This is an optimization exercise on Yosys and OpenROAD, whose aim is small area, a short achievable clock period and few clock cycles, not a production implementation. At most, simulation tests tie the RTL to the original design; equivalence was not proved. The RTL of run 2 was laid out without a check of its function.

==> flow/flow/run.sh <==
#!/bin/bash
# The standard flow's own layout (standard.sh), except that synthesis skips ORFS's adder
# step (Yosys extract_fa and the full/half-adder cell map): ABC then maps the
# arithmetic as plain logic and times it as a whole. Everything else, the
# registers included, is the standard synthesis and layout.
set -euo pipefail
here=$(pwd)

# ORFS's synth.tcl without the block from "Technology mapping of adders" up
# to "Technology mapping of latches"
sed '/^# Technology mapping of adders/,/^# Technology mapping of latches/{/^# Technology mapping of latches/!d}' \
  "$FLOW_HOME/scripts/synth.tcl" > "$here/synth_noadder.tcl"
grep -q '^# Technology mapping of latches' "$here/synth_noadder.tcl"
! grep -q 'extract_fa' "$here/synth_noadder.tcl"

# The standard flow's synthesis script, sourcing that instead of ORFS's synth.tcl
sed "s#source \$::env(SCRIPTS_DIR)/synth.tcl#source $here/synth_noadder.tcl#" \
  synth_recipe.tcl > "$here/synth_recipe_noadder.tcl"
grep -q 'synth_noadder.tcl' "$here/synth_recipe_noadder.tcl"

# standard.sh with that synthesis script
sed "s#SYNTH_SCRIPT=[^ ]*#SYNTH_SCRIPT=$here/synth_recipe_noadder.tcl#" standard.sh > "$here/standard_noadder.sh"
grep -q 'synth_recipe_noadder.tcl' "$here/standard_noadder.sh"

bash "$here/standard_noadder.sh" finish > "$here/orfs_make.log" 2>&1
==> flow/standard.sh <==
#!/bin/bash
# synth_recipe.tcl (not shown) runs the flow's synth.tcl, then flattens the netlist and writes it again
# the make line also repeats each setting of config.mk as NAME=value (left out here)
make -C /OpenROAD-flow-scripts/flow DESIGN_CONFIG=/design/flow/config.mk WORK_HOME=/design/flow/orfs CLKGATE_MAP_FILE= SYNTH_SCRIPT=/design/flow/synth_recipe.tcl "${@:-finish}"
==> flow/config.mk <==
export PLATFORM = sky130hd
export DESIGN_NAME = processor
export DESIGN_NICKNAME = processor
export VERILOG_FILES = /design/flow/design.v
export SDC_FILE = /design/flow/constraint.sdc
export NUM_CORES = 8
export LEC_CHECK = 0
export CAP_MARGIN = 20
export CORE_MARGIN = 2
export CORE_UTILIZATION = 50
export CTS_CLUSTER_DIAMETER = 110
export CTS_CLUSTER_SIZE = 26
export PLACE_DENSITY = 0.6
export SETUP_SLACK_MARGIN = 4
export SLEW_MARGIN = 20
==> flow/constraint.sdc <==
create_clock -name core_clock -period 12.5 [get_ports {clk}]
set_input_delay 2.5000 -clock core_clock [delete_from_list [all_inputs] [get_ports {clk}]]
set_output_delay 2.5000 -clock core_clock [all_outputs]
set_load 0.01 [all_outputs]
==> flow/design.v <==
module addk #(parameter W = 8) (input wire [W-1:0] x, input wire [W-1:0] y,
                                input wire ci, output wire [W-1:0] s);
  localparam integer NL = (W <= 1) ? 0 : (W <= 2) ? 1 : (W <= 4) ? 2 : (W <= 8) ? 3 : 4;
  wire [W-1:0] p = x ^ y;
  wire [W:0] P [0:NL];
  wire [W:0] V [0:NL];
  assign P[0] = {p, 1'b0};
  assign V[0] = {x, ci};
  genvar i, l;
  generate for (l = 0; l < NL; l = l + 1) begin: lv
    for (i = 0; i <= W; i = i + 1) begin: bt
      if (i >= (1 << l)) begin: m
        assign P[l+1][i] = P[l][i] & P[l][i - (1 << l)];
        assign V[l+1][i] = P[l][i] ? V[l][i - (1 << l)] : V[l][i];
      end else begin: k
        assign P[l+1][i] = P[l][i];
        assign V[l+1][i] = V[l][i];
      end
    end
  end endgenerate
  wire [W-1:0] c = V[NL][W-1:0];
  assign s = p ^ c;
endmodule
module add8c(input wire [7:0] x, input wire [7:0] y, input wire ci, output wire [7:0] s);
  addk #(8) a(.x(x), .y(y), .ci(ci), .s(s));
endmodule
module mul8(input wire [7:0] a, input wire [7:0] b, output wire [7:0] p);
  wire pp0_0 = a[0] & b[0];
  wire pp0_1 = a[1] & b[0];
  wire pp0_2 = a[2] & b[0];
  wire pp0_3 = a[3] & b[0];
  wire pp0_4 = a[4] & b[0];
  wire pp0_5 = a[5] & b[0];
  wire pp0_6 = a[6] & b[0];
  wire pp0_7 = a[7] & b[0];
  wire pp1_0 = a[0] & b[1];
  wire pp1_1 = a[1] & b[1];
  wire pp1_2 = a[2] & b[1];
  wire pp1_3 = a[3] & b[1];
  wire pp1_4 = a[4] & b[1];
  wire pp1_5 = a[5] & b[1];
  wire pp1_6 = a[6] & b[1];
  wire pp2_0 = a[0] & b[2];
  wire pp2_1 = a[1] & b[2];
  wire pp2_2 = a[2] & b[2];
  wire pp2_3 = a[3] & b[2];
  wire pp2_4 = a[4] & b[2];
  wire pp2_5 = a[5] & b[2];
  wire pp3_0 = a[0] & b[3];
  wire pp3_1 = a[1] & b[3];
  wire pp3_2 = a[2] & b[3];
  wire pp3_3 = a[3] & b[3];
  wire pp3_4 = a[4] & b[3];
  wire pp4_0 = a[0] & b[4];
  wire pp4_1 = a[1] & b[4];
  wire pp4_2 = a[2] & b[4];
  wire pp4_3 = a[3] & b[4];
  wire pp5_0 = a[0] & b[5];
  wire pp5_1 = a[1] & b[5];
  wire pp5_2 = a[2] & b[5];
  wire pp6_0 = a[0] & b[6];
  wire pp6_1 = a[1] & b[6];
  wire pp7_0 = a[0] & b[7];
  wire s1 = pp0_6 ^ pp1_5;
  wire c1 = s1 ? 1'b0 : pp0_6;
  wire h2 = pp0_7 ^ pp1_6;
  wire s2 = h2 ^ pp2_5;
  wire c2 = h2 ? pp2_5 : pp0_7;
  wire s3 = pp3_4 ^ pp4_3;
  wire c3 = s3 ? 1'b0 : pp3_4;
  wire s4 = pp0_4 ^ pp1_3;
  wire c4 = s4 ? 1'b0 : pp0_4;
  wire h5 = pp0_5 ^ pp1_4;
  wire s5 = h5 ^ pp2_3;
  wire c5 = h5 ? pp2_3 : pp0_5;
  wire s6 = pp3_2 ^ pp4_1;
  wire c6 = s6 ? 1'b0 : pp3_2;
  wire h7 = s1 ^ pp2_4;
  wire s7 = h7 ^ pp3_3;
  wire c7 = h7 ? pp3_3 : s1;
  wire h8 = pp4_2 ^ pp5_1;
  wire s8 = h8 ^ pp6_0;
  wire c8 = h8 ? pp6_0 : pp4_2;
  wire h9 = c1 ^ s2;
  wire s9 = h9 ^ s3;
  wire c9 = h9 ? s3 : c1;
  wire h10 = pp5_2 ^ pp6_1;
  wire s10 = h10 ^ pp7_0;
  wire c10 = h10 ? pp7_0 : pp5_2;
  wire s11 = pp0_3 ^ pp1_2;
  wire c11 = s11 ? 1'b0 : pp0_3;
  wire h12 = s4 ^ pp2_2;
  wire s12 = h12 ^ pp3_1;
  wire c12 = h12 ? pp3_1 : s4;
  wire h13 = c4 ^ s5;
  wire s13 = h13 ^ s6;
  wire c13 = h13 ? s6 : c4;
  wire h14 = c5 ^ c6;
  wire s14 = h14 ^ s7;
  wire c14 = h14 ? s7 : c5;
  wire h15 = c7 ^ c8;
  wire s15 = h15 ^ s9;
  wire c15 = h15 ? s9 : c7;
  wire s16 = pp0_2 ^ pp1_1;
  wire c16 = s16 ? 1'b0 : pp0_2;
  wire h17 = s11 ^ pp2_1;
  wire s17 = h17 ^ pp3_0;
  wire c17 = h17 ? pp3_0 : s11;
  wire h18 = c11 ^ s12;
  wire s18 = h18 ^ pp4_0;
  wire c18 = h18 ? pp4_0 : c11;
  wire h19 = c12 ^ s13;
  wire s19 = h19 ^ pp5_0;
  wire c19 = h19 ? pp5_0 : c12;
  wire h20 = c13 ^ s14;
  wire s20 = h20 ^ s8;
  wire c20 = h20 ? s8 : c13;
  wire h21 = c14 ^ s15;
  wire s21 = h21 ^ s10;
  wire c21 = h21 ? s10 : c14;
  wire [7:0] ra = {c20, c19, c18, c17, c16, s16, pp0_1, pp0_0};
  wire [7:0] rb = {s21, s20, s19, s18, s17, pp2_0, pp1_0, 1'b0};
  addk #(8) fin(.x(ra), .y(rb), .ci(1'b0), .s(p));
endmodule
module ge8(input wire [7:0] x, input wire [7:0] y, output wire ge);
  wire [7:0] eq = ~(x ^ y);
  wire [3:0] e1, g1;
  genvar i;
  generate for (i = 0; i < 4; i = i + 1) begin: l1
    assign e1[i] = eq[2*i+1] & eq[2*i];
    assign g1[i] = eq[2*i+1] ? x[2*i] : x[2*i+1];
  end endgenerate
  wire [1:0] e2, g2;
  generate for (i = 0; i < 2; i = i + 1) begin: l2
    assign e2[i] = e1[2*i+1] & e1[2*i];
    assign g2[i] = e1[2*i+1] ? g1[2*i] : g1[2*i+1];
  end endgenerate
  wire e3 = e2[1] & e2[0];
  wire g3 = e2[1] ? g2[0] : g2[1];
  assign ge = e3 | g3;
endmodule
module div8(input wire [7:0] a, input wire [7:0] d, output wire [7:0] q);
  wire [3:0] x1 = a[7:4];
  wire [7:0] ix = {x1, d[3:0]};
  localparam [255:0] TQ0 = 256'hff3f7f153f931f910fcf07cd03eb01e100f70075003b0019000f000500030001;
  localparam [255:0] TR0 = 256'h55d52a00d57d0a80f5750288fd5500a0ff5d0020ffd50008fff50000fffd0000;
  localparam [255:0] TQ1 = 256'h00f700f700750075003b003b00190019000f000f000500050003000300010001;
  localparam [255:0] TR1 = 256'h335199590ca00620f319f99100c00068ff31ff9100080000fff1fff900000000;
  localparam [255:0] TQ2 = 256'h000f000f000f000f000500050005000500030003000300030001000100010001;
  localparam [255:0] TR2 = 256'h0f018721c381e18100c0004000200000ff01ff81ffc1ffe10000000000000000;
  localparam [255:0] TQ3 = 256'h0003000300030003000300030003000300010001000100010001000100010001;
  localparam [255:0] TR3 = 256'h00018001c001e001f001f801fc01fe0100000000000000000000000000000000;
  wire [3:0] qh0 = {TQ3[ix], TQ2[ix], TQ1[ix], TQ0[ix]};
  wire [3:0] r10 = {TR3[ix], TR2[ix], TR1[ix], TR0[ix]};
  wire dhi = |d[7:4];
  wire [3:0] qh = dhi ? 4'd0 : qh0;
  wire [3:0] r1 = dhi ? x1 : r10;
  wire [8:0] m1 = {1'b0, d};
  wire [8:0] m2 = {d, 1'b0};
  wire [8:0] m4 = {d[6:0], 2'b0};
  wire [8:0] m8 = {d[5:0], 3'b0};
  wire [8:0] m3, m5, m7, m9, m11, m13, m15;
  addk #(9) a3 (.x({1'b0, d[6:0], 1'b0}), .y({2'b0, d[6:0]}), .ci(1'b0), .s(m3));
  addk #(9) a5 (.x({1'b0, d[5:0], 2'b0}), .y({3'b0, d[5:0]}), .ci(1'b0), .s(m5));
  addk #(9) a7 (.x({d[5:0], 3'b0}),  .y(~{3'b0, d[5:0]}), .ci(1'b1), .s(m7));
  addk #(9) a9 (.x({1'b0, d[4:0], 3'b0}), .y({4'b0, d[4:0]}), .ci(1'b0), .s(m9));
  addk #(9) a11(.x({1'b0, d[4:0], 3'b0}), .y({2'b0, m3[6:0]}), .ci(1'b0), .s(m11));
  addk #(9) a13(.x({1'b0, d[4:0], 3'b0}), .y({1'b0, m5[7:0]}), .ci(1'b0), .s(m13));
  addk #(9) a15(.x({d[4:0], 4'b0}),  .y(~{4'b0, d[4:0]}), .ci(1'b1), .s(m15));
  wire d7 = d[7];
  wire d6 = |d[7:6];
  wire d5 = |d[7:5];
  wire [15:1] ov;
  wire [7:0] mk [1:15];
  assign ov[1]  = m1[8];                 assign mk[1]  = m1[7:0];
  assign ov[2]  = m2[8];                 assign mk[2]  = m2[7:0];
  assign ov[3]  = d7 | m3[8];            assign mk[3]  = m3[7:0];
  assign ov[4]  = d6;                    assign mk[4]  = m4[7:0];
  assign ov[5]  = d6 | m5[8];            assign mk[5]  = m5[7:0];
  assign ov[6]  = d7 | m3[8] | m3[7];    assign mk[6]  = {m3[6:0], 1'b0};
  assign ov[7]  = d6 | m7[8];            assign mk[7]  = m7[7:0];
  assign ov[8]  = d5;                    assign mk[8]  = m8[7:0];
  assign ov[9]  = d5 | m9[8];            assign mk[9]  = m9[7:0];
  assign ov[10] = d6 | m5[8] | m5[7];    assign mk[10] = {m5[6:0], 1'b0};
  assign ov[11] = d5 | m11[8];           assign mk[11] = m11[7:0];
  assign ov[12] = d7 | |m3[8:6];         assign mk[12] = {m3[5:0], 2'b0};
  assign ov[13] = d5 | m13[8];           assign mk[13] = m13[7:0];
  assign ov[14] = d6 | m7[8] | m7[7];    assign mk[14] = {m7[6:0], 1'b0};
  assign ov[15] = d5 | m15[8];           assign mk[15] = m15[7:0];
  wire [7:0] x2 = {r1, a[3:0]};
  wire [15:1] t;
  genvar k;
  generate for (k = 1; k < 16; k = k + 1) begin: cmp
    wire ge;
    ge8 c(.x(x2), .y(mk[k]), .ge(ge));
    assign t[k] = ~ov[k] & ge;
  end endgenerate
  wire [3:0] ql;
  assign ql[3] = t[8];
  assign ql[2] = t[4] & ~t[8] | t[12];
  assign ql[1] = t[2] & ~t[4] | t[6] & ~t[8] | t[10] & ~t[12] | t[14];
  assign ql[0] = t[1] & ~t[2] | t[3] & ~t[4] | t[5] & ~t[6] | t[7] & ~t[8]
               | t[9] & ~t[10] | t[11] & ~t[12] | t[13] & ~t[14] | t[15];
  assign q = {qh, ql};
endmodule
module execute(
  input wire [7:0] ra, rb, rc, rd,
  input wire [23:0] w,               
  input wire [3:0] u1a, u1b,
  input wire [1:0] u1op,
  input wire [3:0] u2a, u2b,
  input wire u2sub, u2mul,
  input wire [3:0] u3a, u3b,
  input wire u3sub,
  input wire [3:0] ta, tb, tc, td, s0t, s1t, s2t, s3t,
  output wire [7:0] na, nb, nc, nd, s0d, s1d, s2d, s3d
);
  localparam [3:0] T_U1 = 4'd7, T_U2 = 4'd8, T_U3 = 4'd9;
  function [7:0] early;
    input [3:0] t;
    input [7:0] a, b, c, d;
    input [23:0] w;
    begin
      case (t[2:0])
        3'd0: early = a;
        3'd1: early = b;
        3'd2: early = c;
        3'd3: early = d;
        3'd4: early = w[7:0];
        3'd5: early = w[15:8];
        default: early = w[23:16];
      endcase
    end
  endfunction
  wire [7:0] x1a = early(u1a, ra, rb, rc, rd, w);
  wire [7:0] x1b = early(u1b, ra, rb, rc, rd, w);
  wire [7:0] dv = u1b[1] ? (u1b[0] ? rd : rc) : rb;
  wire [7:0] q;
  div8 divider(.a(ra), .d(dv), .q(q));
  wire       sub1 = (u1op == 2'd1);
  wire [7:0] as1, mu1;
  add8c add1(.x(x1a), .y(x1b ^ {8{sub1}}), .ci(sub1), .s(as1));
  mul8 mul1(.a(x1a), .b(x1b), .p(mu1));
  wire [7:0] u1m = u1op[1] ? mu1 : as1;
  wire [7:0] u1 = (u1op == 2'd3) ? q : u1m;
  wire [7:0] e2a = early(u2a, ra, rb, rc, rd, w);
  wire [7:0] e2b = early(u2b, ra, rb, rc, rd, w);
  wire [7:0] x2a = (u2a == T_U1) ? u1 : e2a;
  wire [7:0] x2b = (u2b == T_U1) ? u1 : e2b;
  wire [7:0] m2a = (u2a == T_U1) ? u1m : e2a;
  wire [7:0] m2b = (u2b == T_U1) ? u1m : e2b;
  wire [7:0] as2, mu2;
  add8c add2(.x(x2a), .y(x2b ^ {8{u2sub}}), .ci(u2sub), .s(as2));
  mul8 mul2(.a(m2a), .b(m2b), .p(mu2));
  wire [7:0] u2 = u2mul ? mu2 : as2;
  wire [7:0] x3a = (u3a == T_U2) ? u2 : (u3a == T_U1) ? u1 : early(u3a, ra, rb, rc, rd, w);
  wire [7:0] x3b = (u3b == T_U2) ? u2 : (u3b == T_U1) ? u1 : early(u3b, ra, rb, rc, rd, w);
  wire [7:0] u3;
  add8c add3(.x(x3a), .y(x3b ^ {8{u3sub}}), .ci(u3sub), .s(u3));
  function [7:0] pick;
    input [3:0] t;
    input [7:0] e, r1, r2, r3;
    begin
      pick = (t == T_U3) ? r3 : (t == T_U2) ? r2 : (t == T_U1) ? r1 : e;
    end
  endfunction
  assign na = pick(ta, early(ta, ra, rb, rc, rd, w), u1, u2, u3);
  assign nb = pick(tb, early(tb, ra, rb, rc, rd, w), u1, u2, u3);
  assign nc = pick(tc, early(tc, ra, rb, rc, rd, w), u1, u2, u3);
  assign nd = pick(td, early(td, ra, rb, rc, rd, w), u1, u2, u3);
  assign s0d = pick(s0t, early(s0t, ra, rb, rc, rd, w), u1, u2, u3);
  assign s1d = pick(s1t, early(s1t, ra, rb, rc, rd, w), u1, u2, u3);
  assign s2d = pick(s2t, early(s2t, ra, rb, rc, rd, w), u1, u2, u3);
  assign s3d = pick(s3t, early(s3t, ra, rb, rc, rd, w), u1, u2, u3);
endmodule
module membank(
  input wire clk,
  input wire we,
  input wire [4:0] wrow,
  input wire [7:0] wdata,
  input wire [31:0] rsel,
  input wire usel,             
  output wire [7:0] rdata,
  output wire [7:0] udata      
);
  reg [7:0] mem [0:31];
  always @(posedge clk)
    if (we)
      mem[wrow] <= wdata;
  reg [7:0] qt [0:3];
  integer i, j;
  always @* begin
    for (j = 0; j < 4; j = j + 1) begin
      qt[j] = 8'd0;
      for (i = 8 * j; i < 8 * j + 8; i = i + 1)
        qt[j] = qt[j] | ({8{rsel[i]}} & mem[i]);
    end
  end
  assign rdata = qt[0] | qt[1] | qt[2] | qt[3];
  assign udata = ({8{usel}} & qt[0]) | ({8{usel}} & qt[1]) | ({8{usel}} & qt[2]) | ({8{usel}} & qt[3]);
endmodule
module group_decoder(
  input wire [79:0] win_all,      
  input wire [4:0] row_lo,        
  input wire [4:0] row_hi,        
  input wire [10:1] endok,        
  output wire [10:1] len_oh,      
  output wire halt,
  output wire [3:0] u1a, u1b,     
  output wire [1:0] u1op,         
  output wire [3:0] u2a, u2b,     
  output wire u2sub, u2mul,
  output wire [3:0] u3a, u3b,     
  output wire u3sub,
  output wire [3:0] ta, tb, tc, td,  
  output wire [23:0] imm,         
  output wire s0v, s1v, s2v, s3v,  
  output wire [7:0] s0a, s1a, s2a, s3a,
  output wire [3:0] s0t, s1t, s2t, s3t
);
  localparam integer W = 10;      
  localparam integer K = 7;       
  localparam [3:0] T_U1 = 4'd7, T_U2 = 4'd8, T_U3 = 4'd9;
  wire [7:0] win [0:W];
  genvar j, r, k;
  generate for (j = 0; j < W; j = j + 1) begin: wb
    assign win[j] = win_all[8*j +: 8];
  end endgenerate
  assign win[W] = 8'd0;
  wire [W:0] two;    
  generate for (j = 0; j < W; j = j + 1) begin: tw
    assign two[j] = (win[j][7:3] == 5'b00011);
  end endgenerate
  assign two[W] = 1'b0;
  wire [W+2:0] sp [0:K];
  assign sp[0] = {{(W+2){1'b0}}, 1'b1};
  generate for (k = 0; k < K; k = k + 1) begin: spk
    reg [W+2:0] nxt;
    integer p;
    always @* begin
      nxt = {(W+3){1'b0}};
      for (p = 0; p <= W; p = p + 1) begin
        nxt[p+1] = nxt[p+1] | (sp[k][p] & ~two[p]);
        nxt[p+2] = nxt[p+2] | (sp[k][p] & two[p]);
      end
    end
    assign sp[k+1] = nxt;
  end endgenerate
  wire [W-1:0] smc_b;
  wire [7:0] bank_b [0:W-1];
  generate for (j = 0; j < W; j = j + 1) begin: sb
    assign smc_b[j] = (win[j+1][7:3] == row_lo) | (win[j+1][7:3] == row_hi);
    assign bank_b[j] = 8'd1 << win[j+1][2:0];
  end endgenerate
  wire [7:0] op [0:K-1];
  wire [7:0] nx [0:K-1];
  wire [7:0] sbank [0:K-1];
  wire [K-1:0] ssmc;
  wire [K-1:0] fit;
  generate for (k = 0; k < K; k = k + 1) begin: sl
    reg [7:0] o, n, bk;
    reg sm;
    integer p;
    always @* begin
      o = 8'd0; n = 8'd0; bk = 8'd0; sm = 1'b0;
      for (p = k; p < W; p = p + 1) begin
        o = o | ({8{sp[k][p]}} & win[p]);
        n = n | ({8{sp[k][p]}} & win[p+1]);
        bk = bk | ({8{sp[k][p]}} & bank_b[p]);
        sm = sm | (sp[k][p] & smc_b[p]);
      end
    end
    assign op[k] = o;
    assign nx[k] = n;
    assign sbank[k] = bk;
    assign ssmc[k] = sm;
    assign fit[k] = |(sp[k+1][W:1] & endok);
  end endgenerate
  wire [K-1:0] is_mov, is_alu, is_as, is_mul, is_mvi, is_st, is_halt, is_div;
  wire [3:0] wr [0:K-1];    
  wire [3:0] rd [0:K-1];    
  wire [1:0] aop [0:K-1];
  generate for (k = 0; k < K; k = k + 1) begin: dc
    wire [7:0] o = op[k];
    assign is_mov[k]  = (o <= 8'h0b);
    assign is_alu[k]  = (o >= 8'h0c) && (o <= 8'h17);
    assign is_as[k]   = (o >= 8'h0c) && (o <= 8'h11);
    assign is_mul[k]  = (o >= 8'h12) && (o <= 8'h14);
    assign is_div[k]  = (o >= 8'h15) && (o <= 8'h17);
    assign is_mvi[k]  = (o[7:2] == 6'b000110);
    assign is_st[k]   = (o[7:2] == 6'b000111);
    assign is_halt[k] = (o == 8'hff);
    reg [3:0] w, s;
    always @* begin
      w = 4'b0000; s = 4'b0000;
      if (o <= 8'h0b) begin
        case (o[3:0])
          4'h0: begin w = 4'b0001; s = 4'b0010; end
          4'h1: begin w = 4'b0001; s = 4'b0100; end
          4'h2: begin w = 4'b0001; s = 4'b1000; end
          4'h3: begin w = 4'b0010; s = 4'b0001; end
          4'h4: begin w = 4'b0010; s = 4'b0100; end
          4'h5: begin w = 4'b0010; s = 4'b1000; end
          4'h6: begin w = 4'b0100; s = 4'b0010; end
          4'h7: begin w = 4'b0100; s = 4'b0001; end
          4'h8: begin w = 4'b0100; s = 4'b1000; end
          4'h9: begin w = 4'b1000; s = 4'b0010; end
          4'ha: begin w = 4'b1000; s = 4'b0100; end
          default: begin w = 4'b1000; s = 4'b0001; end
        endcase
      end else if (o <= 8'h17) begin
        w = 4'b0001;
        case (o[4:0])
          5'h0c, 5'h0f, 5'h12, 5'h15: s = 4'b0010;
          5'h0d, 5'h10, 5'h13, 5'h16: s = 4'b0100;
          default: s = 4'b1000;
        endcase
      end else if (o[7:2] == 6'b000110) begin
        w = 4'b0001 << o[1:0];
      end else if (o[7:2] == 6'b000111) begin
        s = 4'b0001 << o[1:0];
      end
    end
    assign wr[k] = w;
    assign rd[k] = s;
    assign aop[k] = (o <= 8'h0e) ? 2'd0 : (o <= 8'h11) ? 2'd1 : (o <= 8'h14) ? 2'd2 : 2'd3;
  end endgenerate
  wire [K-1:0] alu_ge1, alu_ge2, alu_ge3, st_ge1, st_ge2, st_ge3, st_ge4, mvi_ge1, mvi_ge2, mvi_ge3, div_ge1;
  wire [3:0] wb4 [0:K-1];
  wire [3:0] w2 [0:K-1];
  assign alu_ge1[0] = 1'b0; assign alu_ge2[0] = 1'b0; assign alu_ge3[0] = 1'b0;
  assign st_ge1[0]  = 1'b0; assign st_ge2[0]  = 1'b0; assign st_ge3[0] = 1'b0; assign st_ge4[0] = 1'b0;
  assign mvi_ge1[0] = 1'b0; assign mvi_ge2[0] = 1'b0; assign mvi_ge3[0] = 1'b0;
  assign div_ge1[0] = 1'b0;
  assign wb4[0] = 4'b0000;
  assign w2[0] = 4'b0000;
  generate for (k = 1; k < K; k = k + 1) begin: cnt
    assign alu_ge1[k] = alu_ge1[k-1] | is_alu[k-1];
    assign alu_ge2[k] = alu_ge2[k-1] | (alu_ge1[k-1] & is_alu[k-1]);
    assign alu_ge3[k] = alu_ge3[k-1] | (alu_ge2[k-1] & is_alu[k-1]);
    assign st_ge1[k]  = st_ge1[k-1] | is_st[k-1];
    assign st_ge2[k]  = st_ge2[k-1] | (st_ge1[k-1] & is_st[k-1]);
    assign st_ge3[k]  = st_ge3[k-1] | (st_ge2[k-1] & is_st[k-1]);
    assign st_ge4[k]  = st_ge4[k-1] | (st_ge3[k-1] & is_st[k-1]);
    assign mvi_ge1[k] = mvi_ge1[k-1] | is_mvi[k-1];
    assign mvi_ge2[k] = mvi_ge2[k-1] | (mvi_ge1[k-1] & is_mvi[k-1]);
    assign mvi_ge3[k] = mvi_ge3[k-1] | (mvi_ge2[k-1] & is_mvi[k-1]);
    assign div_ge1[k] = div_ge1[k-1] | (is_alu[k-1] & is_div[k-1]);
    assign wb4[k] = wb4[k-1] | wr[k-1];
    assign w2[k] = w2[k-1] | ({4{alu_ge2[k-1] | (alu_ge1[k-1] & is_alu[k-1])}} & wr[k-1]);
  end endgenerate
  wire [K-1:0] first_alu  = is_alu & ~alu_ge1;
  wire [K-1:0] second_alu = is_alu & alu_ge1 & ~alu_ge2;
  wire [K-1:0] third_alu  = is_alu & alu_ge2 & ~alu_ge3;
  wire [K-1:0] first_st   = is_st & ~st_ge1;
  wire [K-1:0] second_st  = is_st & st_ge1 & ~st_ge2;
  wire [K-1:0] third_st   = is_st & st_ge2 & ~st_ge3;
  wire [K-1:0] fourth_st  = is_st & st_ge3 & ~st_ge4;
  wire [K-1:0] mvi0 = is_mvi & ~mvi_ge1;
  wire [K-1:0] mvi1 = is_mvi & mvi_ge1 & ~mvi_ge2;
  wire [K-1:0] mvi2 = is_mvi & mvi_ge2 & ~mvi_ge3;
  wire [7:0] sb4 [0:K-1];
  assign sb4[0] = 8'd0;
  generate for (k = 1; k < K; k = k + 1) begin: sbc
    assign sb4[k] = sb4[k-1] | ({8{is_st[k-1]}} & sbank[k-1]);
  end endgenerate
  reg [7:0] r_s0a, r_s1a, r_s2a, r_s3a;
  integer i;
  always @* begin
    r_s0a = 8'd0; r_s1a = 8'd0; r_s2a = 8'd0; r_s3a = 8'd0;
    for (i = 0; i < K; i = i + 1) begin
      r_s0a = r_s0a | ({8{first_st[i]}} & nx[i]);
      r_s1a = r_s1a | ({8{second_st[i]}} & nx[i]);
      r_s2a = r_s2a | ({8{third_st[i]}} & nx[i]);
      r_s3a = r_s3a | ({8{fourth_st[i]}} & nx[i]);
    end
  end
  assign s0a = r_s0a; assign s1a = r_s1a; assign s2a = r_s2a; assign s3a = r_s3a;
  wire [K-1:0] cb, ca;
  generate for (k = 0; k < K; k = k + 1) begin: cut
    wire div_late = is_div[k] & (wb4[k][0] | |(wb4[k] & rd[k]));
    assign cb[k] = ~fit[k]
                 | (is_alu[k] & (alu_ge3[k] | (alu_ge2[k] & ~is_as[k]) | div_late
                                 | (alu_ge1[k] & (is_div[k] | (is_mul[k] & div_ge1[k])))))
                 | (is_st[k] & (st_ge4[k] | |(w2[k] & rd[k])
                                | |(sbank[k] & sb4[k])))
                 | (is_mvi[k] & mvi_ge3[k]);
    assign ca[k] = is_halt[k] | (is_st[k] & ssmc[k]);
  end endgenerate
  wire [K:1] stop;
  generate for (k = 1; k <= K; k = k + 1) begin: sp1
    if (k < K) begin: m
      assign stop[k] = cb[k] | ca[k-1];
    end else begin: l
      assign stop[k] = 1'b1;
    end
  end endgenerate
  wire [K:1] prior;    
  assign prior[1] = 1'b0;
  generate for (k = 2; k <= K; k = k + 1) begin: pr
    assign prior[k] = prior[k-1] | stop[k-1];
  end endgenerate
  wire [K:1] n_oh = stop & ~prior;
  wire [K-1:0] inc;
  assign inc[0] = 1'b1;
  generate for (k = 1; k < K; k = k + 1) begin: ic
    assign inc[k] = ~prior[k+1 > K ? K : k+1] & ~stop[k];
  end endgenerate
  reg [10:1] r_len;
  always @* begin
    r_len = 10'd0;
    for (i = 1; i <= K; i = i + 1)
      r_len = r_len | ({10{n_oh[i]}} & sp[i][10:1]);
  end
  assign len_oh = r_len;
  wire [3:0] t [0:K][0:3];
  wire [3:0] srct [0:K-1];
  generate for (r = 0; r < 4; r = r + 1) begin: t0
    assign t[0][r] = r;
  end endgenerate
  generate for (k = 0; k < K; k = k + 1) begin: tg
    assign srct[k] = ({4{rd[k][0]}} & t[k][0]) | ({4{rd[k][1]}} & t[k][1])
                   | ({4{rd[k][2]}} & t[k][2]) | ({4{rd[k][3]}} & t[k][3]);
    wire [3:0] cv = is_mvi[k] ? (mvi_ge2[k] ? 4'd6 : mvi_ge1[k] ? 4'd5 : 4'd4)
                              : (alu_ge2[k] ? T_U3 : alu_ge1[k] ? T_U2 : T_U1);
    for (r = 0; r < 4; r = r + 1) begin: rg
      wire w  = wr[k][r];
      wire wm = w & is_mov[k];
      wire wc = w & ~is_mov[k];
      assign t[k+1][r] = ({4{~w}} & t[k][r]) | ({4{wm}} & srct[k]) | ({4{wc}} & cv);
    end
  end endgenerate
  reg [3:0] tend [0:3];
  integer m;
  always @* begin
    for (m = 0; m < 4; m = m + 1) begin
      tend[m] = 4'd0;
      for (i = 1; i <= K; i = i + 1)
        tend[m] = tend[m] | ({4{n_oh[i]}} & t[i][m]);
    end
  end
  assign ta = tend[0];
  assign tb = tend[1];
  assign tc = tend[2];
  assign td = tend[3];
  reg [3:0] r_u1a, r_u1b, r_u2a, r_u2b, r_u3a, r_u3b, r_s0t, r_s1t, r_s2t, r_s3t;
  reg [1:0] r_u1op;
  reg       r_u2sub, r_u2mul, r_u3sub, r_s0v, r_s1v, r_s2v, r_s3v, r_halt;
  reg [23:0] r_imm;
  always @* begin
    r_u1a = 4'd0; r_u1b = 4'd0; r_u2a = 4'd0; r_u2b = 4'd0;
    r_s0t = 4'd0; r_s1t = 4'd0; r_s2t = 4'd0; r_s3t = 4'd0;
    r_u1op = 2'd0; r_u2sub = 1'b0; r_u2mul = 1'b0;
    r_u3a = 4'd0; r_u3b = 4'd0; r_u3sub = 1'b0;
    r_s0v = 1'b0; r_s1v = 1'b0; r_s2v = 1'b0; r_s3v = 1'b0; r_halt = 1'b0;
    r_imm = 24'd0;
    for (i = 0; i < K; i = i + 1) begin
      r_u1a = r_u1a | ({4{first_alu[i]}} & t[i][0]);
      r_u1b = r_u1b | ({4{first_alu[i]}} & srct[i]);
      r_u1op = r_u1op | ({2{first_alu[i]}} & aop[i]);
      r_u2a = r_u2a | ({4{second_alu[i]}} & t[i][0]);
      r_u2b = r_u2b | ({4{second_alu[i]}} & srct[i]);
      r_u2sub = r_u2sub | (second_alu[i] & (aop[i] == 2'd1));
      r_u2mul = r_u2mul | (second_alu[i] & (aop[i] == 2'd2));
      r_u3a = r_u3a | ({4{third_alu[i]}} & t[i][0]);
      r_u3b = r_u3b | ({4{third_alu[i]}} & srct[i]);
      r_u3sub = r_u3sub | (third_alu[i] & (aop[i] == 2'd1));
      r_s0t = r_s0t | ({4{first_st[i]}} & srct[i]);
      r_s0v = r_s0v | (first_st[i] & inc[i]);
      r_s1t = r_s1t | ({4{second_st[i]}} & srct[i]);
      r_s1v = r_s1v | (second_st[i] & inc[i]);
      r_s2t = r_s2t | ({4{third_st[i]}} & srct[i]);
      r_s2v = r_s2v | (third_st[i] & inc[i]);
      r_s3t = r_s3t | ({4{fourth_st[i]}} & srct[i]);
      r_s3v = r_s3v | (fourth_st[i] & inc[i]);
      r_imm[7:0]   = r_imm[7:0]   | ({8{mvi0[i]}} & nx[i]);
      r_imm[15:8]  = r_imm[15:8]  | ({8{mvi1[i]}} & nx[i]);
      r_imm[23:16] = r_imm[23:16] | ({8{mvi2[i]}} & nx[i]);
      r_halt = r_halt | (is_halt[i] & inc[i]);
    end
  end
  assign u1a = r_u1a; assign u1b = r_u1b; assign u1op = r_u1op;
  assign u2a = r_u2a; assign u2b = r_u2b; assign u2sub = r_u2sub; assign u2mul = r_u2mul;
  assign u3a = r_u3a; assign u3b = r_u3b; assign u3sub = r_u3sub;
  assign s0t = r_s0t; assign s1t = r_s1t; assign s2t = r_s2t; assign s3t = r_s3t;
  assign s0v = r_s0v; assign s1v = r_s1v; assign s2v = r_s2v; assign s3v = r_s3v;
  assign imm = r_imm;
  assign halt = r_halt;
endmodule
module processor(
  input wire clk, reset,
  input wire op,  
  input wire [7:0] in_data,
  input wire user_write_memory,
  input wire [7:0] user_address,
  output wire [7:0] out_data,  
  output wire done             
);
  reg [7:0] reg_a, reg_b, reg_c, reg_d;
  reg [7:0] pc;
  reg       f_halted;     
  reg       done_r;
  reg [63:0] rb0, rb1;
  reg [7:0]  rv0, rv1;    
  reg        g_valid;
  reg        g_halt;
  reg [23:0] g_imm;       
  reg [3:0]  g_u1a, g_u1b;
  reg [1:0]  g_u1op;
  reg [3:0]  g_u2a, g_u2b;
  reg        g_u2sub, g_u2mul;
  reg [3:0]  g_u3a, g_u3b;
  reg        g_u3sub;
  reg [3:0]  g_ta, g_tb, g_tc, g_td;
  reg        g_s0v, g_s1v, g_s2v, g_s3v;
  reg [7:0]  g_s0a, g_s1a, g_s2a, g_s3a;
  reg [3:0]  g_s0t, g_s1t, g_s2t, g_s3t;
  wire [4:0] row0 = pc[7:3];
  wire [4:0] row1 = row0 + 5'd1;
  wire [4:0] row2 = row0 + 5'd2;
  wire [7:0] a_new, b_new, c_new, d_new, s0d, s1d, s2d, s3d;
  execute ex(
    .ra(reg_a), .rb(reg_b), .rc(reg_c), .rd(reg_d), .w(g_imm),
    .u1a(g_u1a), .u1b(g_u1b), .u1op(g_u1op),
    .u2a(g_u2a), .u2b(g_u2b), .u2sub(g_u2sub), .u2mul(g_u2mul),
    .u3a(g_u3a), .u3b(g_u3b), .u3sub(g_u3sub),
    .ta(g_ta), .tb(g_tb), .tc(g_tc), .td(g_td), .s0t(g_s0t), .s1t(g_s1t), .s2t(g_s2t), .s3t(g_s3t),
    .na(a_new), .nb(b_new), .nc(c_new), .nd(d_new), .s0d(s0d), .s1d(s1d), .s2d(s2d), .s3d(s3d)
  );
  wire all0 = &rv0;
  wire all1 = &rv1;
  wire [4:0] frow = ~all0 ? row0 : ~all1 ? row1 : row2;
  wire [4:0] rrow = op ? frow : user_address[7:3];
  wire [31:0] rsel = 32'd1 << rrow;
  wire [7:0] cw0 = {8{g_valid & g_s0v}} & (8'd1 << g_s0a[2:0]);
  wire [7:0] cw1 = {8{g_valid & g_s1v}} & (8'd1 << g_s1a[2:0]);
  wire [7:0] cw2 = {8{g_valid & g_s2v}} & (8'd1 << g_s2a[2:0]);
  wire [7:0] cw3 = {8{g_valid & g_s3v}} & (8'd1 << g_s3a[2:0]);
  wire [7:0] uwb = {8{~op & user_write_memory}} & (8'd1 << user_address[2:0]);
  wire [63:0] bank_row;
  wire [63:0] bank_user;
  wire [7:0]  ubank = 8'd1 << user_address[2:0];
  genvar b;
  generate for (b = 0; b < 8; b = b + 1) begin: bk
    wire       we   = cw0[b] | cw1[b] | cw2[b] | cw3[b] | uwb[b];
    wire [4:0] wrow = cw0[b] ? g_s0a[7:3] : cw1[b] ? g_s1a[7:3] : cw2[b] ? g_s2a[7:3]
                    : cw3[b] ? g_s3a[7:3] : user_address[7:3];
    wire [7:0] wdat = cw0[b] ? s0d : cw1[b] ? s1d : cw2[b] ? s2d : cw3[b] ? s3d : in_data;
    membank m(.clk(clk), .we(we), .wrow(wrow), .wdata(wdat), .rsel(rsel),
              .usel(ubank[b]), .rdata(bank_row[8*b +: 8]), .udata(bank_user[8*b +: 8]));
  end endgenerate
  assign out_data = bank_user[7:0] | bank_user[15:8] | bank_user[23:16] | bank_user[31:24]
                  | bank_user[39:32] | bank_user[47:40] | bank_user[55:48] | bank_user[63:56];
  wire [2:0] pcl = pc[2:0];
  wire [143:0] rbuf = {16'd0, rb1, rb0};
  wire [79:0] win_all = rbuf[{pcl, 3'b000} +: 80];
  wire [10:1] endok;
  genvar e;
  generate for (e = 1; e <= 10; e = e + 1) begin: eo
    assign endok[e] = ({1'b0, pcl} + e <= 4'd15);
  end endgenerate
  wire [10:1] f_len_oh;
  wire [23:0] f_imm;
  wire       f_halt;
  wire [3:0] f_u1a, f_u1b, f_u2a, f_u2b;
  wire [1:0] f_u1op;
  wire       f_u2sub, f_u2mul;
  wire [3:0] f_u3a, f_u3b;
  wire       f_u3sub;
  wire [3:0] f_ta, f_tb, f_tc, f_td;
  wire       f_s0v, f_s1v, f_s2v, f_s3v;
  wire [7:0] f_s0a, f_s1a, f_s2a, f_s3a;
  wire [3:0] f_s0t, f_s1t, f_s2t, f_s3t;
  group_decoder dec(
    .win_all(win_all), .row_lo(row0), .row_hi(row1), .endok(endok),
    .len_oh(f_len_oh), .halt(f_halt), .imm(f_imm),
    .u1a(f_u1a), .u1b(f_u1b), .u1op(f_u1op),
    .u2a(f_u2a), .u2b(f_u2b), .u2sub(f_u2sub), .u2mul(f_u2mul),
    .u3a(f_u3a), .u3b(f_u3b), .u3sub(f_u3sub),
    .ta(f_ta), .tb(f_tb), .tc(f_tc), .td(f_td),
    .s0v(f_s0v), .s1v(f_s1v), .s2v(f_s2v), .s3v(f_s3v),
    .s0a(f_s0a), .s1a(f_s1a), .s2a(f_s2a), .s3a(f_s3a),
    .s0t(f_s0t), .s1t(f_s1t), .s2t(f_s2t), .s3t(f_s3t)
  );
  wire hz0 = g_s0v & ((g_s0a[7:3] == row0) | (g_s0a[7:3] == row1) | (g_s0a[7:3] == row2));
  wire hz1 = g_s1v & ((g_s1a[7:3] == row0) | (g_s1a[7:3] == row1) | (g_s1a[7:3] == row2));
  wire hz2 = g_s2v & ((g_s2a[7:3] == row0) | (g_s2a[7:3] == row1) | (g_s2a[7:3] == row2));
  wire hz3 = g_s3v & ((g_s3a[7:3] == row0) | (g_s3a[7:3] == row1) | (g_s3a[7:3] == row2));
  wire hz = g_valid & (hz0 | hz1 | hz2 | hz3);
  wire f_run = op & ~f_halted & ~done_r;
  wire f_go = f_run & all0 & all1 & ~hz;
  wire f_load = f_run & ~(all0 & all1) & ~hz;    
  reg [3:0] pcl_sum;
  integer k;
  always @* begin
    pcl_sum = 4'd0;
    for (k = 1; k <= 10; k = k + 1)
      pcl_sum = pcl_sum | ({4{f_len_oh[k]}} & ({1'b0, pcl} + k));
  end
  wire f_carry = pcl_sum[3];
  wire [7:0] snoop0 = {8{uwb != 8'd0 && user_address[7:3] == row0}} & uwb;
  wire [7:0] snoop1 = {8{uwb != 8'd0 && user_address[7:3] == row1}} & uwb;
  always @(posedge clk, posedge reset)
    if (reset) begin
      reg_a <= 8'h55; reg_b <= 8'h11; reg_c <= 8'h11; reg_d <= 8'h11;
      pc <= 8'd0;
      f_halted <= 1'b0; done_r <= 1'b0;
      g_valid <= 1'b0;
      rv0 <= 8'd0; rv1 <= 8'd0;
    end else begin
      if (g_valid) begin
        reg_a <= a_new; reg_b <= b_new; reg_c <= c_new; reg_d <= d_new;
      end
      if (f_go) pc <= {f_carry ? row1 : row0, pcl_sum[2:0]};
      g_valid <= f_go;
      if (!op) begin
        f_halted <= 1'b0;
        done_r <= 1'b0;
      end else begin
        if (f_go && f_halt) f_halted <= 1'b1;
        if (g_valid && g_halt) done_r <= 1'b1;
      end
      if (hz) begin
        rv0 <= 8'd0; rv1 <= 8'd0;
      end else if (f_go && f_carry) begin
        rv0 <= rv1; rv1 <= 8'hff;
      end else if (f_load) begin
        if (!all0) rv0 <= 8'hff;
        else rv1 <= 8'hff;
      end else begin
        rv0 <= rv0 | snoop0;
        rv1 <= rv1 | snoop1;
      end
    end
  genvar y;
  generate for (y = 0; y < 8; y = y + 1) begin: rbb
    always @(posedge clk) begin
      if (f_go && f_carry) begin
        rb0[8*y +: 8] <= rb1[8*y +: 8];
        rb1[8*y +: 8] <= bank_row[8*y +: 8];
      end else if (f_load) begin
        if (!all0) rb0[8*y +: 8] <= bank_row[8*y +: 8];
        else rb1[8*y +: 8] <= bank_row[8*y +: 8];
      end else begin
        if (snoop0[y]) rb0[8*y +: 8] <= in_data;
        if (snoop1[y]) rb1[8*y +: 8] <= in_data;
      end
    end
  end endgenerate
  always @(posedge clk) begin
    g_halt <= f_halt;
    g_imm <= f_imm;
    g_u1a <= f_u1a; g_u1b <= f_u1b; g_u1op <= f_u1op;
    g_u2a <= f_u2a; g_u2b <= f_u2b; g_u2sub <= f_u2sub; g_u2mul <= f_u2mul;
    g_u3a <= f_u3a; g_u3b <= f_u3b; g_u3sub <= f_u3sub;
    g_ta <= f_ta; g_tb <= f_tb; g_tc <= f_tc; g_td <= f_td;
    g_s0v <= f_s0v; g_s0a <= f_s0a; g_s0t <= f_s0t;
    g_s1v <= f_s1v; g_s1a <= f_s1a; g_s1t <= f_s1t;
    g_s2v <= f_s2v; g_s2a <= f_s2a; g_s2t <= f_s2t;
    g_s3v <= f_s3v; g_s3a <= f_s3a; g_s3t <= f_s3t;
  end
  assign done = done_r;
endmodule
==> impl_results.md, run 1 <==
- CP Launch Type: input port
- Status: timing/DRC/antenna clean
- Die W: 515.9 µm
- Routed wire per std cell: 39.57 µm
- Layout Nets: 12,520
- DRC Markers: 0
- Gr ovfl total: 0
- Max-Cap Viols: 0
- Clock Sinks: 2,355
- CP Max Fanout: 12
- YS warnings: 9
- Final GP Congestion: 1.114
- Mapped Avg Cell Area: 10.72 µm²
- First-pass GRT wire length: 870.1 mm
- Setup Viol. Count Final: 0
- TritonCTS Buffers: 104
- CTS HTree Levels: 3
- Top_reg_cell synth: edfxtp_1
- Hold Buf Count CTS: 0
- Layout cells sized above 1: 18.93%
- Starting density of the core: 50.35%
- CP Data Required Time: 10,000 ps
- Slew at the pin with the worst max-slew slack: 1358 ps
- Hold Vio Cnt, Final: 0
- Crit. End Element: primary output
- Drt first pass iters: 13
- Vias: 121,700
- Unique cell type count in the Yosys netlist: 141
- Post-synthesis sequential area ratio: 52.85%
- Later-pin clock latency in the skew report: 850 ps
- Max-slew violations: 0
- Type of the worst setup path: input port to primary output
- Final Worst Setup Slack: 3951 ps
- Die Span Y: 515.9 µm
- Worst-path clk slew: 110 ps
- Largest net degree at the start of global routing: 69
- Root Buffer: clkbuf_16
- CTS Buffer Depth: 3
- Synthesized area: 131,000 µm²
- Post-synth EDFFs: 2,176
- Async SR Flop Fraction: 2.505%
- Via density: 7.593
- CORE AREA: 260,200 µm²
- TNS Setup: 0 ps
- Worst slack, placed: 1653 ps
- Full die area: 266,100 µm²
- IO Count: 29
- Vias in the first global route: 110,800
- Fill cells: 21,640
- Fmax: 117.0 MHz
- Post-Synthesis Cells: 12,220
- Final Skew: 91.24 ps
- Final worst path period need: 8549 ps
- Worst EP arrival: 6050 ps
- P&R area growth vs syn: 14.32%
- Gr usage total: 45.94%
- Number of synthesized register bits: 2,355
- Final period util: 68.39%
- FP Rows: 187
- RSZ-0062 raised after global routing: yes
- Iter 0 DRT Violations: 20,830
- Hold Crit Class: flip-flop to flip-flop
- DP Wirelength: 435.9 mm
- Sequential Area: 69,290 µm²
- CTS tree: built
- Initial antenna violation count: 31
- Area of the multi-input gates: 61,890 µm²
- IO buf count: 28
- Post-route ant nets: 0
- Post-Route WL: 634.4 mm
- Slew Limit Headroom: 9.436%
-- registers in the layout, summed over array words and instances (netlist names), 24 cells and up --
register / flops
g_imm: 24
rb0: 64
rb1: 64
bk.m.mem: 2048
-- cells by family after synthesis --
| logic type | share of synthesized area, % |
|---|---|
| flops | 52.85 |
| simple gates | 13.02 |
| compound gates | 23.69 |
| mux | 4.661 |
| xor+xnor | 1.992 |
| buf+inv | 3.530 |
| other cells | 0.002862 |
| fa+ha+maj | 0.2540 |
-- layer usage --
layer	vias up	routed length (µm)	share of wire, %	track usage (%)
met5	-	121	0.019	0
met4	20	58030	9.1	32.07
met3	2568	89740	14	13.53
met2	10810	266000	42	66.85
met1	59270	220500	35	58.76
li1	49060	-	-	-
-- timing repair --
item	CTS	global route
setup endpoints to repair	2413	2194
buffers inserted	274	158
cloned	23	13
pin swaps	189	158
resized for setup	561	456
-- area by class of cell --
class / instances / share of cell area [%]
flip-flops and latches: 2355 / 46.27
multi-input cells: 8774 / 41.32
repair buffers: 1133 / 7.139
well taps: 3496 / 2.921
clock buffers: 110 / 1.767
inverters: 131 / 0.3425
clock inverters: 16 / 0.2114
diodes: 17 / 0.02840
-- synth_stat cells (all sizes together), types with 31 or more instances --
master	count	area, µm²
buf	265	1496
or3	56	350.3
nand2b	76	475.5
o311ai	40	365.4
a222oi	50	500.5
dfxtp	120	2402
nand4	270	1689
mux4	120	2706
clkbuf	702	2636
inv	119	446.7
o22ai	180	1145
a21oi	739	3804
mux2i	227	2307
and3	75	479.2
mux2	96	1092
nor2	1205	4577
maj3	33	332.8
a211oi	168	1304
o21a	118	885.9
a311oi	42	386.6
nor4	57	420.4
edfxtp	2176	65340
o21ai	656	3302
a22o	143	1252
o31ai	125	963.4
nand3	350	1752
xnor2	206	1842
nand3b	43	322.8
o221ai	194	1749
xor2	62	543.0
a22oi	940	7091
a221oi	252	2257
nor3	264	1383
o211ai	136	1045
or2	31	193.9
nor2b	73	456.7
dfrtp	49	1226
a21o	76	570.6
and2	68	425.4
nand2	986	3701
a31oi	101	631.9
-- placed cells by master, fill, tap and decap left out, types with 163 or more instances in the layout --
master,count
mux2i_1,202
o221ai_1,176
nor2_1,1102
buf_4,887
nand2_1,964
a22oi_1,908
a21oi_1,655
nor3_1,181
xnor2_1,190
nand4_1,270
nand3_1,319
o21ai_0,529
edfxtp_1,2176
o22ai_1,163
a221oi_1,193
-- metrics by stage --
stage | cell area [µm²] | util (%) | cells | hold WS (ps)
after floorplan | 131000 | - | 12220 | 469.2
after global placement | 137500 | 52.83 | 15400 | 478.4
after detailed placement | 137600 | 52.90 | 15410 | 487.5
after CTS | 145900 | 56.06 | 15840 | 512.5
after global routing | 149700 | 57.55 | 16020 | 536.6
final | 149800 | 57.57 | 16030 | 513.9
-- critical path, stage by stage --
cell	delay, ps
clkdlybuf4s15_2	350
o21ai_4	340
or2_2	310
nor2_4	130
buf_12	190
buf_16	170
buf_8	180
a22oi_1	140
nand4_1	220
nor3_4	250
nand4_1	120
buf_4	210
a22oi_1	180
nand4_1	410
buf_2	300
-- path summary, 6_finish.rpt --
check,start,endpoint,slack [ps],cells after the start
worst max register to register,reg_a[1],bk[7].m.mem[22][6],3990,31
min in group asynchronous,reset,reg_c[3],1960,2
max in group asynchronous,reset,pc[1],9140,3
worst max-delay path,user_address[3],out_data[6],3950,15
worst min register to register,rv1[1],rv1[1],510,1
worst min-delay path,rv1[1],rv1[1],510,1
Testbench counts, summed over its fixed seeds: cycles 1,180.
==> inputs of run 2 (changes only) <==
--- a/flow/design.v
+++ b/flow/design.v
@@ -269,8 +269,8 @@
   assign nc = pick(tc, early(tc, ra, rb, rc, rd, w), u1, u2, u3);
   assign nd = pick(td, early(td, ra, rb, rc, rd, w), u1, u2, u3);
-  assign s0d = pick(s0t, early(s0t, ra, rb, rc, rd, w), u1, u2, u3);
-  assign s1d = pick(s1t, early(s1t, ra, rb, rc, rd, w), u1, u2, u3);
-  assign s2d = pick(s2t, early(s2t, ra, rb, rc, rd, w), u1, u2, u3);
-  assign s3d = pick(s3t, early(s3t, ra, rb, rc, rd, w), u1, u2, u3);
+  assign s0d = (s0t == T_U1) ? u1 : early(s0t, ra, rb, rc, rd, w);
+  assign s1d = (s1t == T_U1) ? u1 : early(s1t, ra, rb, rc, rd, w);
+  assign s2d = (s2t == T_U1) ? u1 : early(s2t, ra, rb, rc, rd, w);
+  assign s3d = (s3t == T_U1) ? u1 : early(s3t, ra, rb, rc, rd, w);
 endmodule
 module membank(
==> run 2 against run 1 <==
  * Flip-flop and latch count is the same
  * Final area down 1.8%
  * Critical path depth rose by 2
  * Worst setup slack worse by 32 ps
  * Highest routed layer unchanged
  * Register-to-register slack is essentially flat
  * Fmax shrank 0.38%
  * Critical endpoint is now out_data[4]
  * Sequential share of layout area rose by 0.85 points
  * Core utilization fell by 0.91 points
  * Via count down 0.47%
==> impl_results.md, run 2 <==
- Simple-gate share of the synthesized area: 13.10% (+0.074 points)
- Setup Viol. Count Final: 0 (unchanged)
- Final period util: 68.65% (+0.26 points)
- TNS Setup: 0 ps (unchanged)
- Post-Synthesis Cells: 12,220 (+0.065%)
- Worst-path clk slew: 100 ps (about the same)
- Top_reg_cell synth: edfxtp_1
- Final core occ: 56.66% (-0.91 points)
- Max reg flops: 2,048 (unchanged)
- Synth top area share: 50.07% (+0.20 points)
- First-pass GRT wire length: 872.7 mm (+0.30%)
- CTS tree: built
- Clock Sinks: 2,355 (unchanged)
- Worst EP arrival: 6080 ps (+30 ps)
- Synth area leader: edfxtp_1
- Most frequent cell after synthesis: edfxtp_1
- Starting density of the core: 50.29% (-0.061 points)
- Final worst path period need: 8581 ps (+32.28 ps)
- DP Wirelength: 435.3 mm (-0.13%)
- IO Count: 29 (unchanged)
- Most used cell, CP: buf_4
- Post-Synth XOR/XNOR Area: 1.873% (-0.12 points)
- RSZ-0062 raised after global routing: yes
- Biggest regs: bk.m.mem x2048, rb0 x64, rb1 x64
- Initial antenna violation count: 25 (-19%)
- Drt first pass iters: 9 (-4)
- Root Buffer: clkbuf_16
- Slew at the pin with the worst max-slew slack: 1351 ps (-7.329 ps)
- Status: timing/DRC/antenna clean
- Synthesized area: 130,500 µm² (-0.39%)
- Type of the worst setup path: flip-flop to primary output
- Layout cells sized above 1: 17.06% (-1.9 points)
- Adder-Cell Fraction of Synth Area: 0.2704% (+0.016 points)
- Largest net degree at the start of global routing: 73 (+5.8%)
- Hold Crit Class: flip-flop to flip-flop
- Post-Route WL: 637.4 mm (+0.48%)
- Unique cell type count in the Yosys netlist: 142 (+0.71%)
- DRC Markers: 0 (unchanged)
- Largest family of logic cells by synthesized area: compound AO/OA/AOI/OAI gates
- Gr ovfl total: 0 (unchanged)
- Hold Slack: 516.0 ps (+2.072 ps)
- Layout Nets: 12,370 (-1.2%)
- Full die area: 265,100 µm² (-0.39%)
- Largest Register: bk.m.mem
- FP Rows: 187 (unchanged)
- Crit. End Element: primary output
- Design Area, Final: 147,000 µm² (-1.8%)
- Hold Buf Count CTS: 0 (unchanged)
- CP Launch Type: flip-flop
- Vias: 121,200 (-0.47%)
- Most frequent cells in the layout: edfxtp_1 (2,176), nor2_1 (1,148), nand2_1 (988)
- Routed wire per std cell: 40.34 µm (+1.9%)
- Cell Area, Placed: 137,300 µm² (-0.27%)
- Slew Limit Headroom: 9.924% (+0.49 points)
- Buffer and inverter count on the worst path: 5 (-1)
- CTS HTree Levels: 3 (unchanged)
- Commonest non-fill, non-tap cell in the layout: edfxtp_1
- Hold Vio Cnt, Final: 0 (unchanged)
- CP Data Required Time: 10,000 ps (about the same)
- Final GP Congestion: 1.047 (-6.0%)
- Mapped Avg Cell Area: 10.68 µm² (-0.46%)
- Iter 0 DRT Violations: 22,820 (+9.5%)
- Later-pin clock latency in the skew report: 900 ps (+50 ps)
- Number of synthesized register bits: 2,355 (unchanged)
- Via density: 7.668 (+0.99%)
- Cell Chain, Critical Path: buf_4 -> o211ai_1 -> nor4_1 -> xnor2_1 -> a21oi_4 -> nand2_4 -> buf_4 -> nor2_4 -> buf_4 -> buf_12 -> a22o_1 -> a221oi_2 -> nand3_2 -> or4_4 -> a22oi_2 -> nand4_1 -> buf_2
- CP max stage delay: 980 ps (+570 ps)
- Gr usage total: 46.48% (+0.55 points)
- Vias in the first global route: 110,900 (+0.097%)
- YS warnings: 9 (unchanged)
- CP Max Fanout: 23 (+11)
- Async SR Flop Fraction: 2.505% (unchanged)
- CP delay by family, top: simple AND/OR/NAND/NOR gates
- Max-slew violations: 0 (unchanged)
- Synth top area cells: edfxtp_1 (50%), a22oi_1 (4.1%), nor2_1 (3.7%), a21oi_1 (3.3%), nand2_1 (2.9%)
- Final Skew: 95.98 ps (+4.741 ps)
- Fmax: 116.5 MHz (-0.38%)
- Max-Cap Viols: 0 (unchanged)
- Post-synth EDFFs: 2,176 (unchanged)
- CORE AREA: 259,500 µm² (-0.27%)
- Post-route ant nets: 0 (unchanged)
- Compound-Gate Fraction of Synth Area: 23.18% (-0.51 points)
- Post-synthesis sequential area ratio: 53.05% (+0.21 points)
- Die W: 514.9 µm (-0.19%)
- P&R area growth vs syn: 12.65%
- CTS Buffer Depth: 3 (unchanged)
- Crit-path slowest cell: xnor2_1
- Post-synthesis mux area share: 5.122% (+0.46 points)
- Die Span Y: 514.9 µm (-0.19%)
- TritonCTS Buffers: 106 (+1.9%)
- Most frequent cells after synthesis: edfxtp_1 (2,176), nor2_1 (1,281), nand2_1 (1,012)
- IO buf count: 28 (unchanged)
[run 2: cell types whose count changed after synthesis, sizes merged, moves of 82 or more]
cell    before  now
nand4      270  188
a22o       143  246
a21oi      739  878
o21a       118   35
a22oi      940  723
a221oi     252  351
mux2i      227  320
[run 2: final cells by class]
type / instances / area [µm²]
Inverter: 118 / 454.2
Clock buffer: 122 / 2734
Antenna cell: 15 / 37.54
Multi-Input combinational cell: 8812 / 61070
Fill cell: 21610 / 112500
Sequential cell: 2355 / 69260
Clock inverter: 19 / 387.9
Timing Repair Buffer: 958 / 8803
Tap cell: 3402 / 4257
[run 2: path summary, 6_finish.rpt]
kind	from	slack [ps]	cells after the start	end
min in group asynchronous	reset	1850	2	reg_c[5]
setup / recovery	pc[5]	3920	17	out_data[4]
max in group asynchronous	reset	9270	3	pc[1]
setup reg to reg	pc[2]	3980	28	rv1[5]
hold / removal	rv1[1]	520	1	rv1[1]
hold reg to reg	rv1[1]	520	1	rv1[1]
[run 2: logic make-up after synthesis]
family	after synthesis
AO/OA/AOI/OAI	4307
XOR/XNOR	263
multiplexers	509
adder cells (fa/ha/maj)	35
other	1
flip-flops	2355
buffers and inverters	1073
AND/OR/NAND/NOR	3681
[run 2: worst reg2reg max path: cells and delay by family, from the launching register on]
kind,cells,cell delay [ps]
and+or+nand+nor,12,3550
buffers and inverters,7,1950
AOI/OAI and AO/OA,8,1820
DFF,1,830
muxes,1,310
[run 2: per-layer routing]
metal | part of all wire [%] | vias to the layer above | GRT usage [%]
li1 | - | 48590 | -
met1 | 34 | 58600 | 58.65
met2 | 42 | 11160 | 68.43
met3 | 14 | 2795 | 12.93
met4 | 9.5 | 16 | 34.08
met5 | 0.019 | - | 0.07306
[run 2: per-stage QoR]
| stage | cells | worst slack [ps] |
|---|---|---|
| 3_3_place_gp | 15320 | 903.5 |
| 5_1_grt | 15790 | 3875 |
| 4_1_cts | 15680 | 3845 |
| 3_5_place_dp | 15330 | 1142 |
| 6_report | 15800 | 3919 |
| 2_1_floorplan | 12230 | 4865 |
[run 2: repair_timing]
action | in CTS | in global routing
gates resized for setup | 494 | 238
setup buffers | 188 | 85
endpoints found under the setup margin | 395 | 344
cloned | 19 | 8
pin swaps | 116 | 88

port drivers added, routing unchanged:
No port has a modelled driver above. Below, the same layouts with a new extraction and two added sets of constraints. Step 1, drivers: a clkbuf_16 drives clk and a buf_2 each remaining input, both assumed. Step 2 times the ports against the registers' clock, not the clock port: input delays grow and output delays shrink by t, the midpoint of the rising clock arrivals with the driver on. a / b / c = no drivers / after step 1 / after step 2; a / b = the first two.
run | shift t [ns] | slack for setup (ns) | worst setup path at the end | latest minus earliest clock arrival (ns) | cell pins on the clock port's net
run 1 | 0.902 | 3.951 / 3.798 / 3.798 | input to output | 0.091 / 0.092 | 1
run 2 | 0.951 | 3.919 / 3.822 / 3.822 | input to output | 0.098 / 0.098 | 1
After both steps setup and hold are still met in every run listed. For run 1, which loses most, drivers alone change the setup slack by -0.153 ns; drivers and shift together by -0.153 ns.
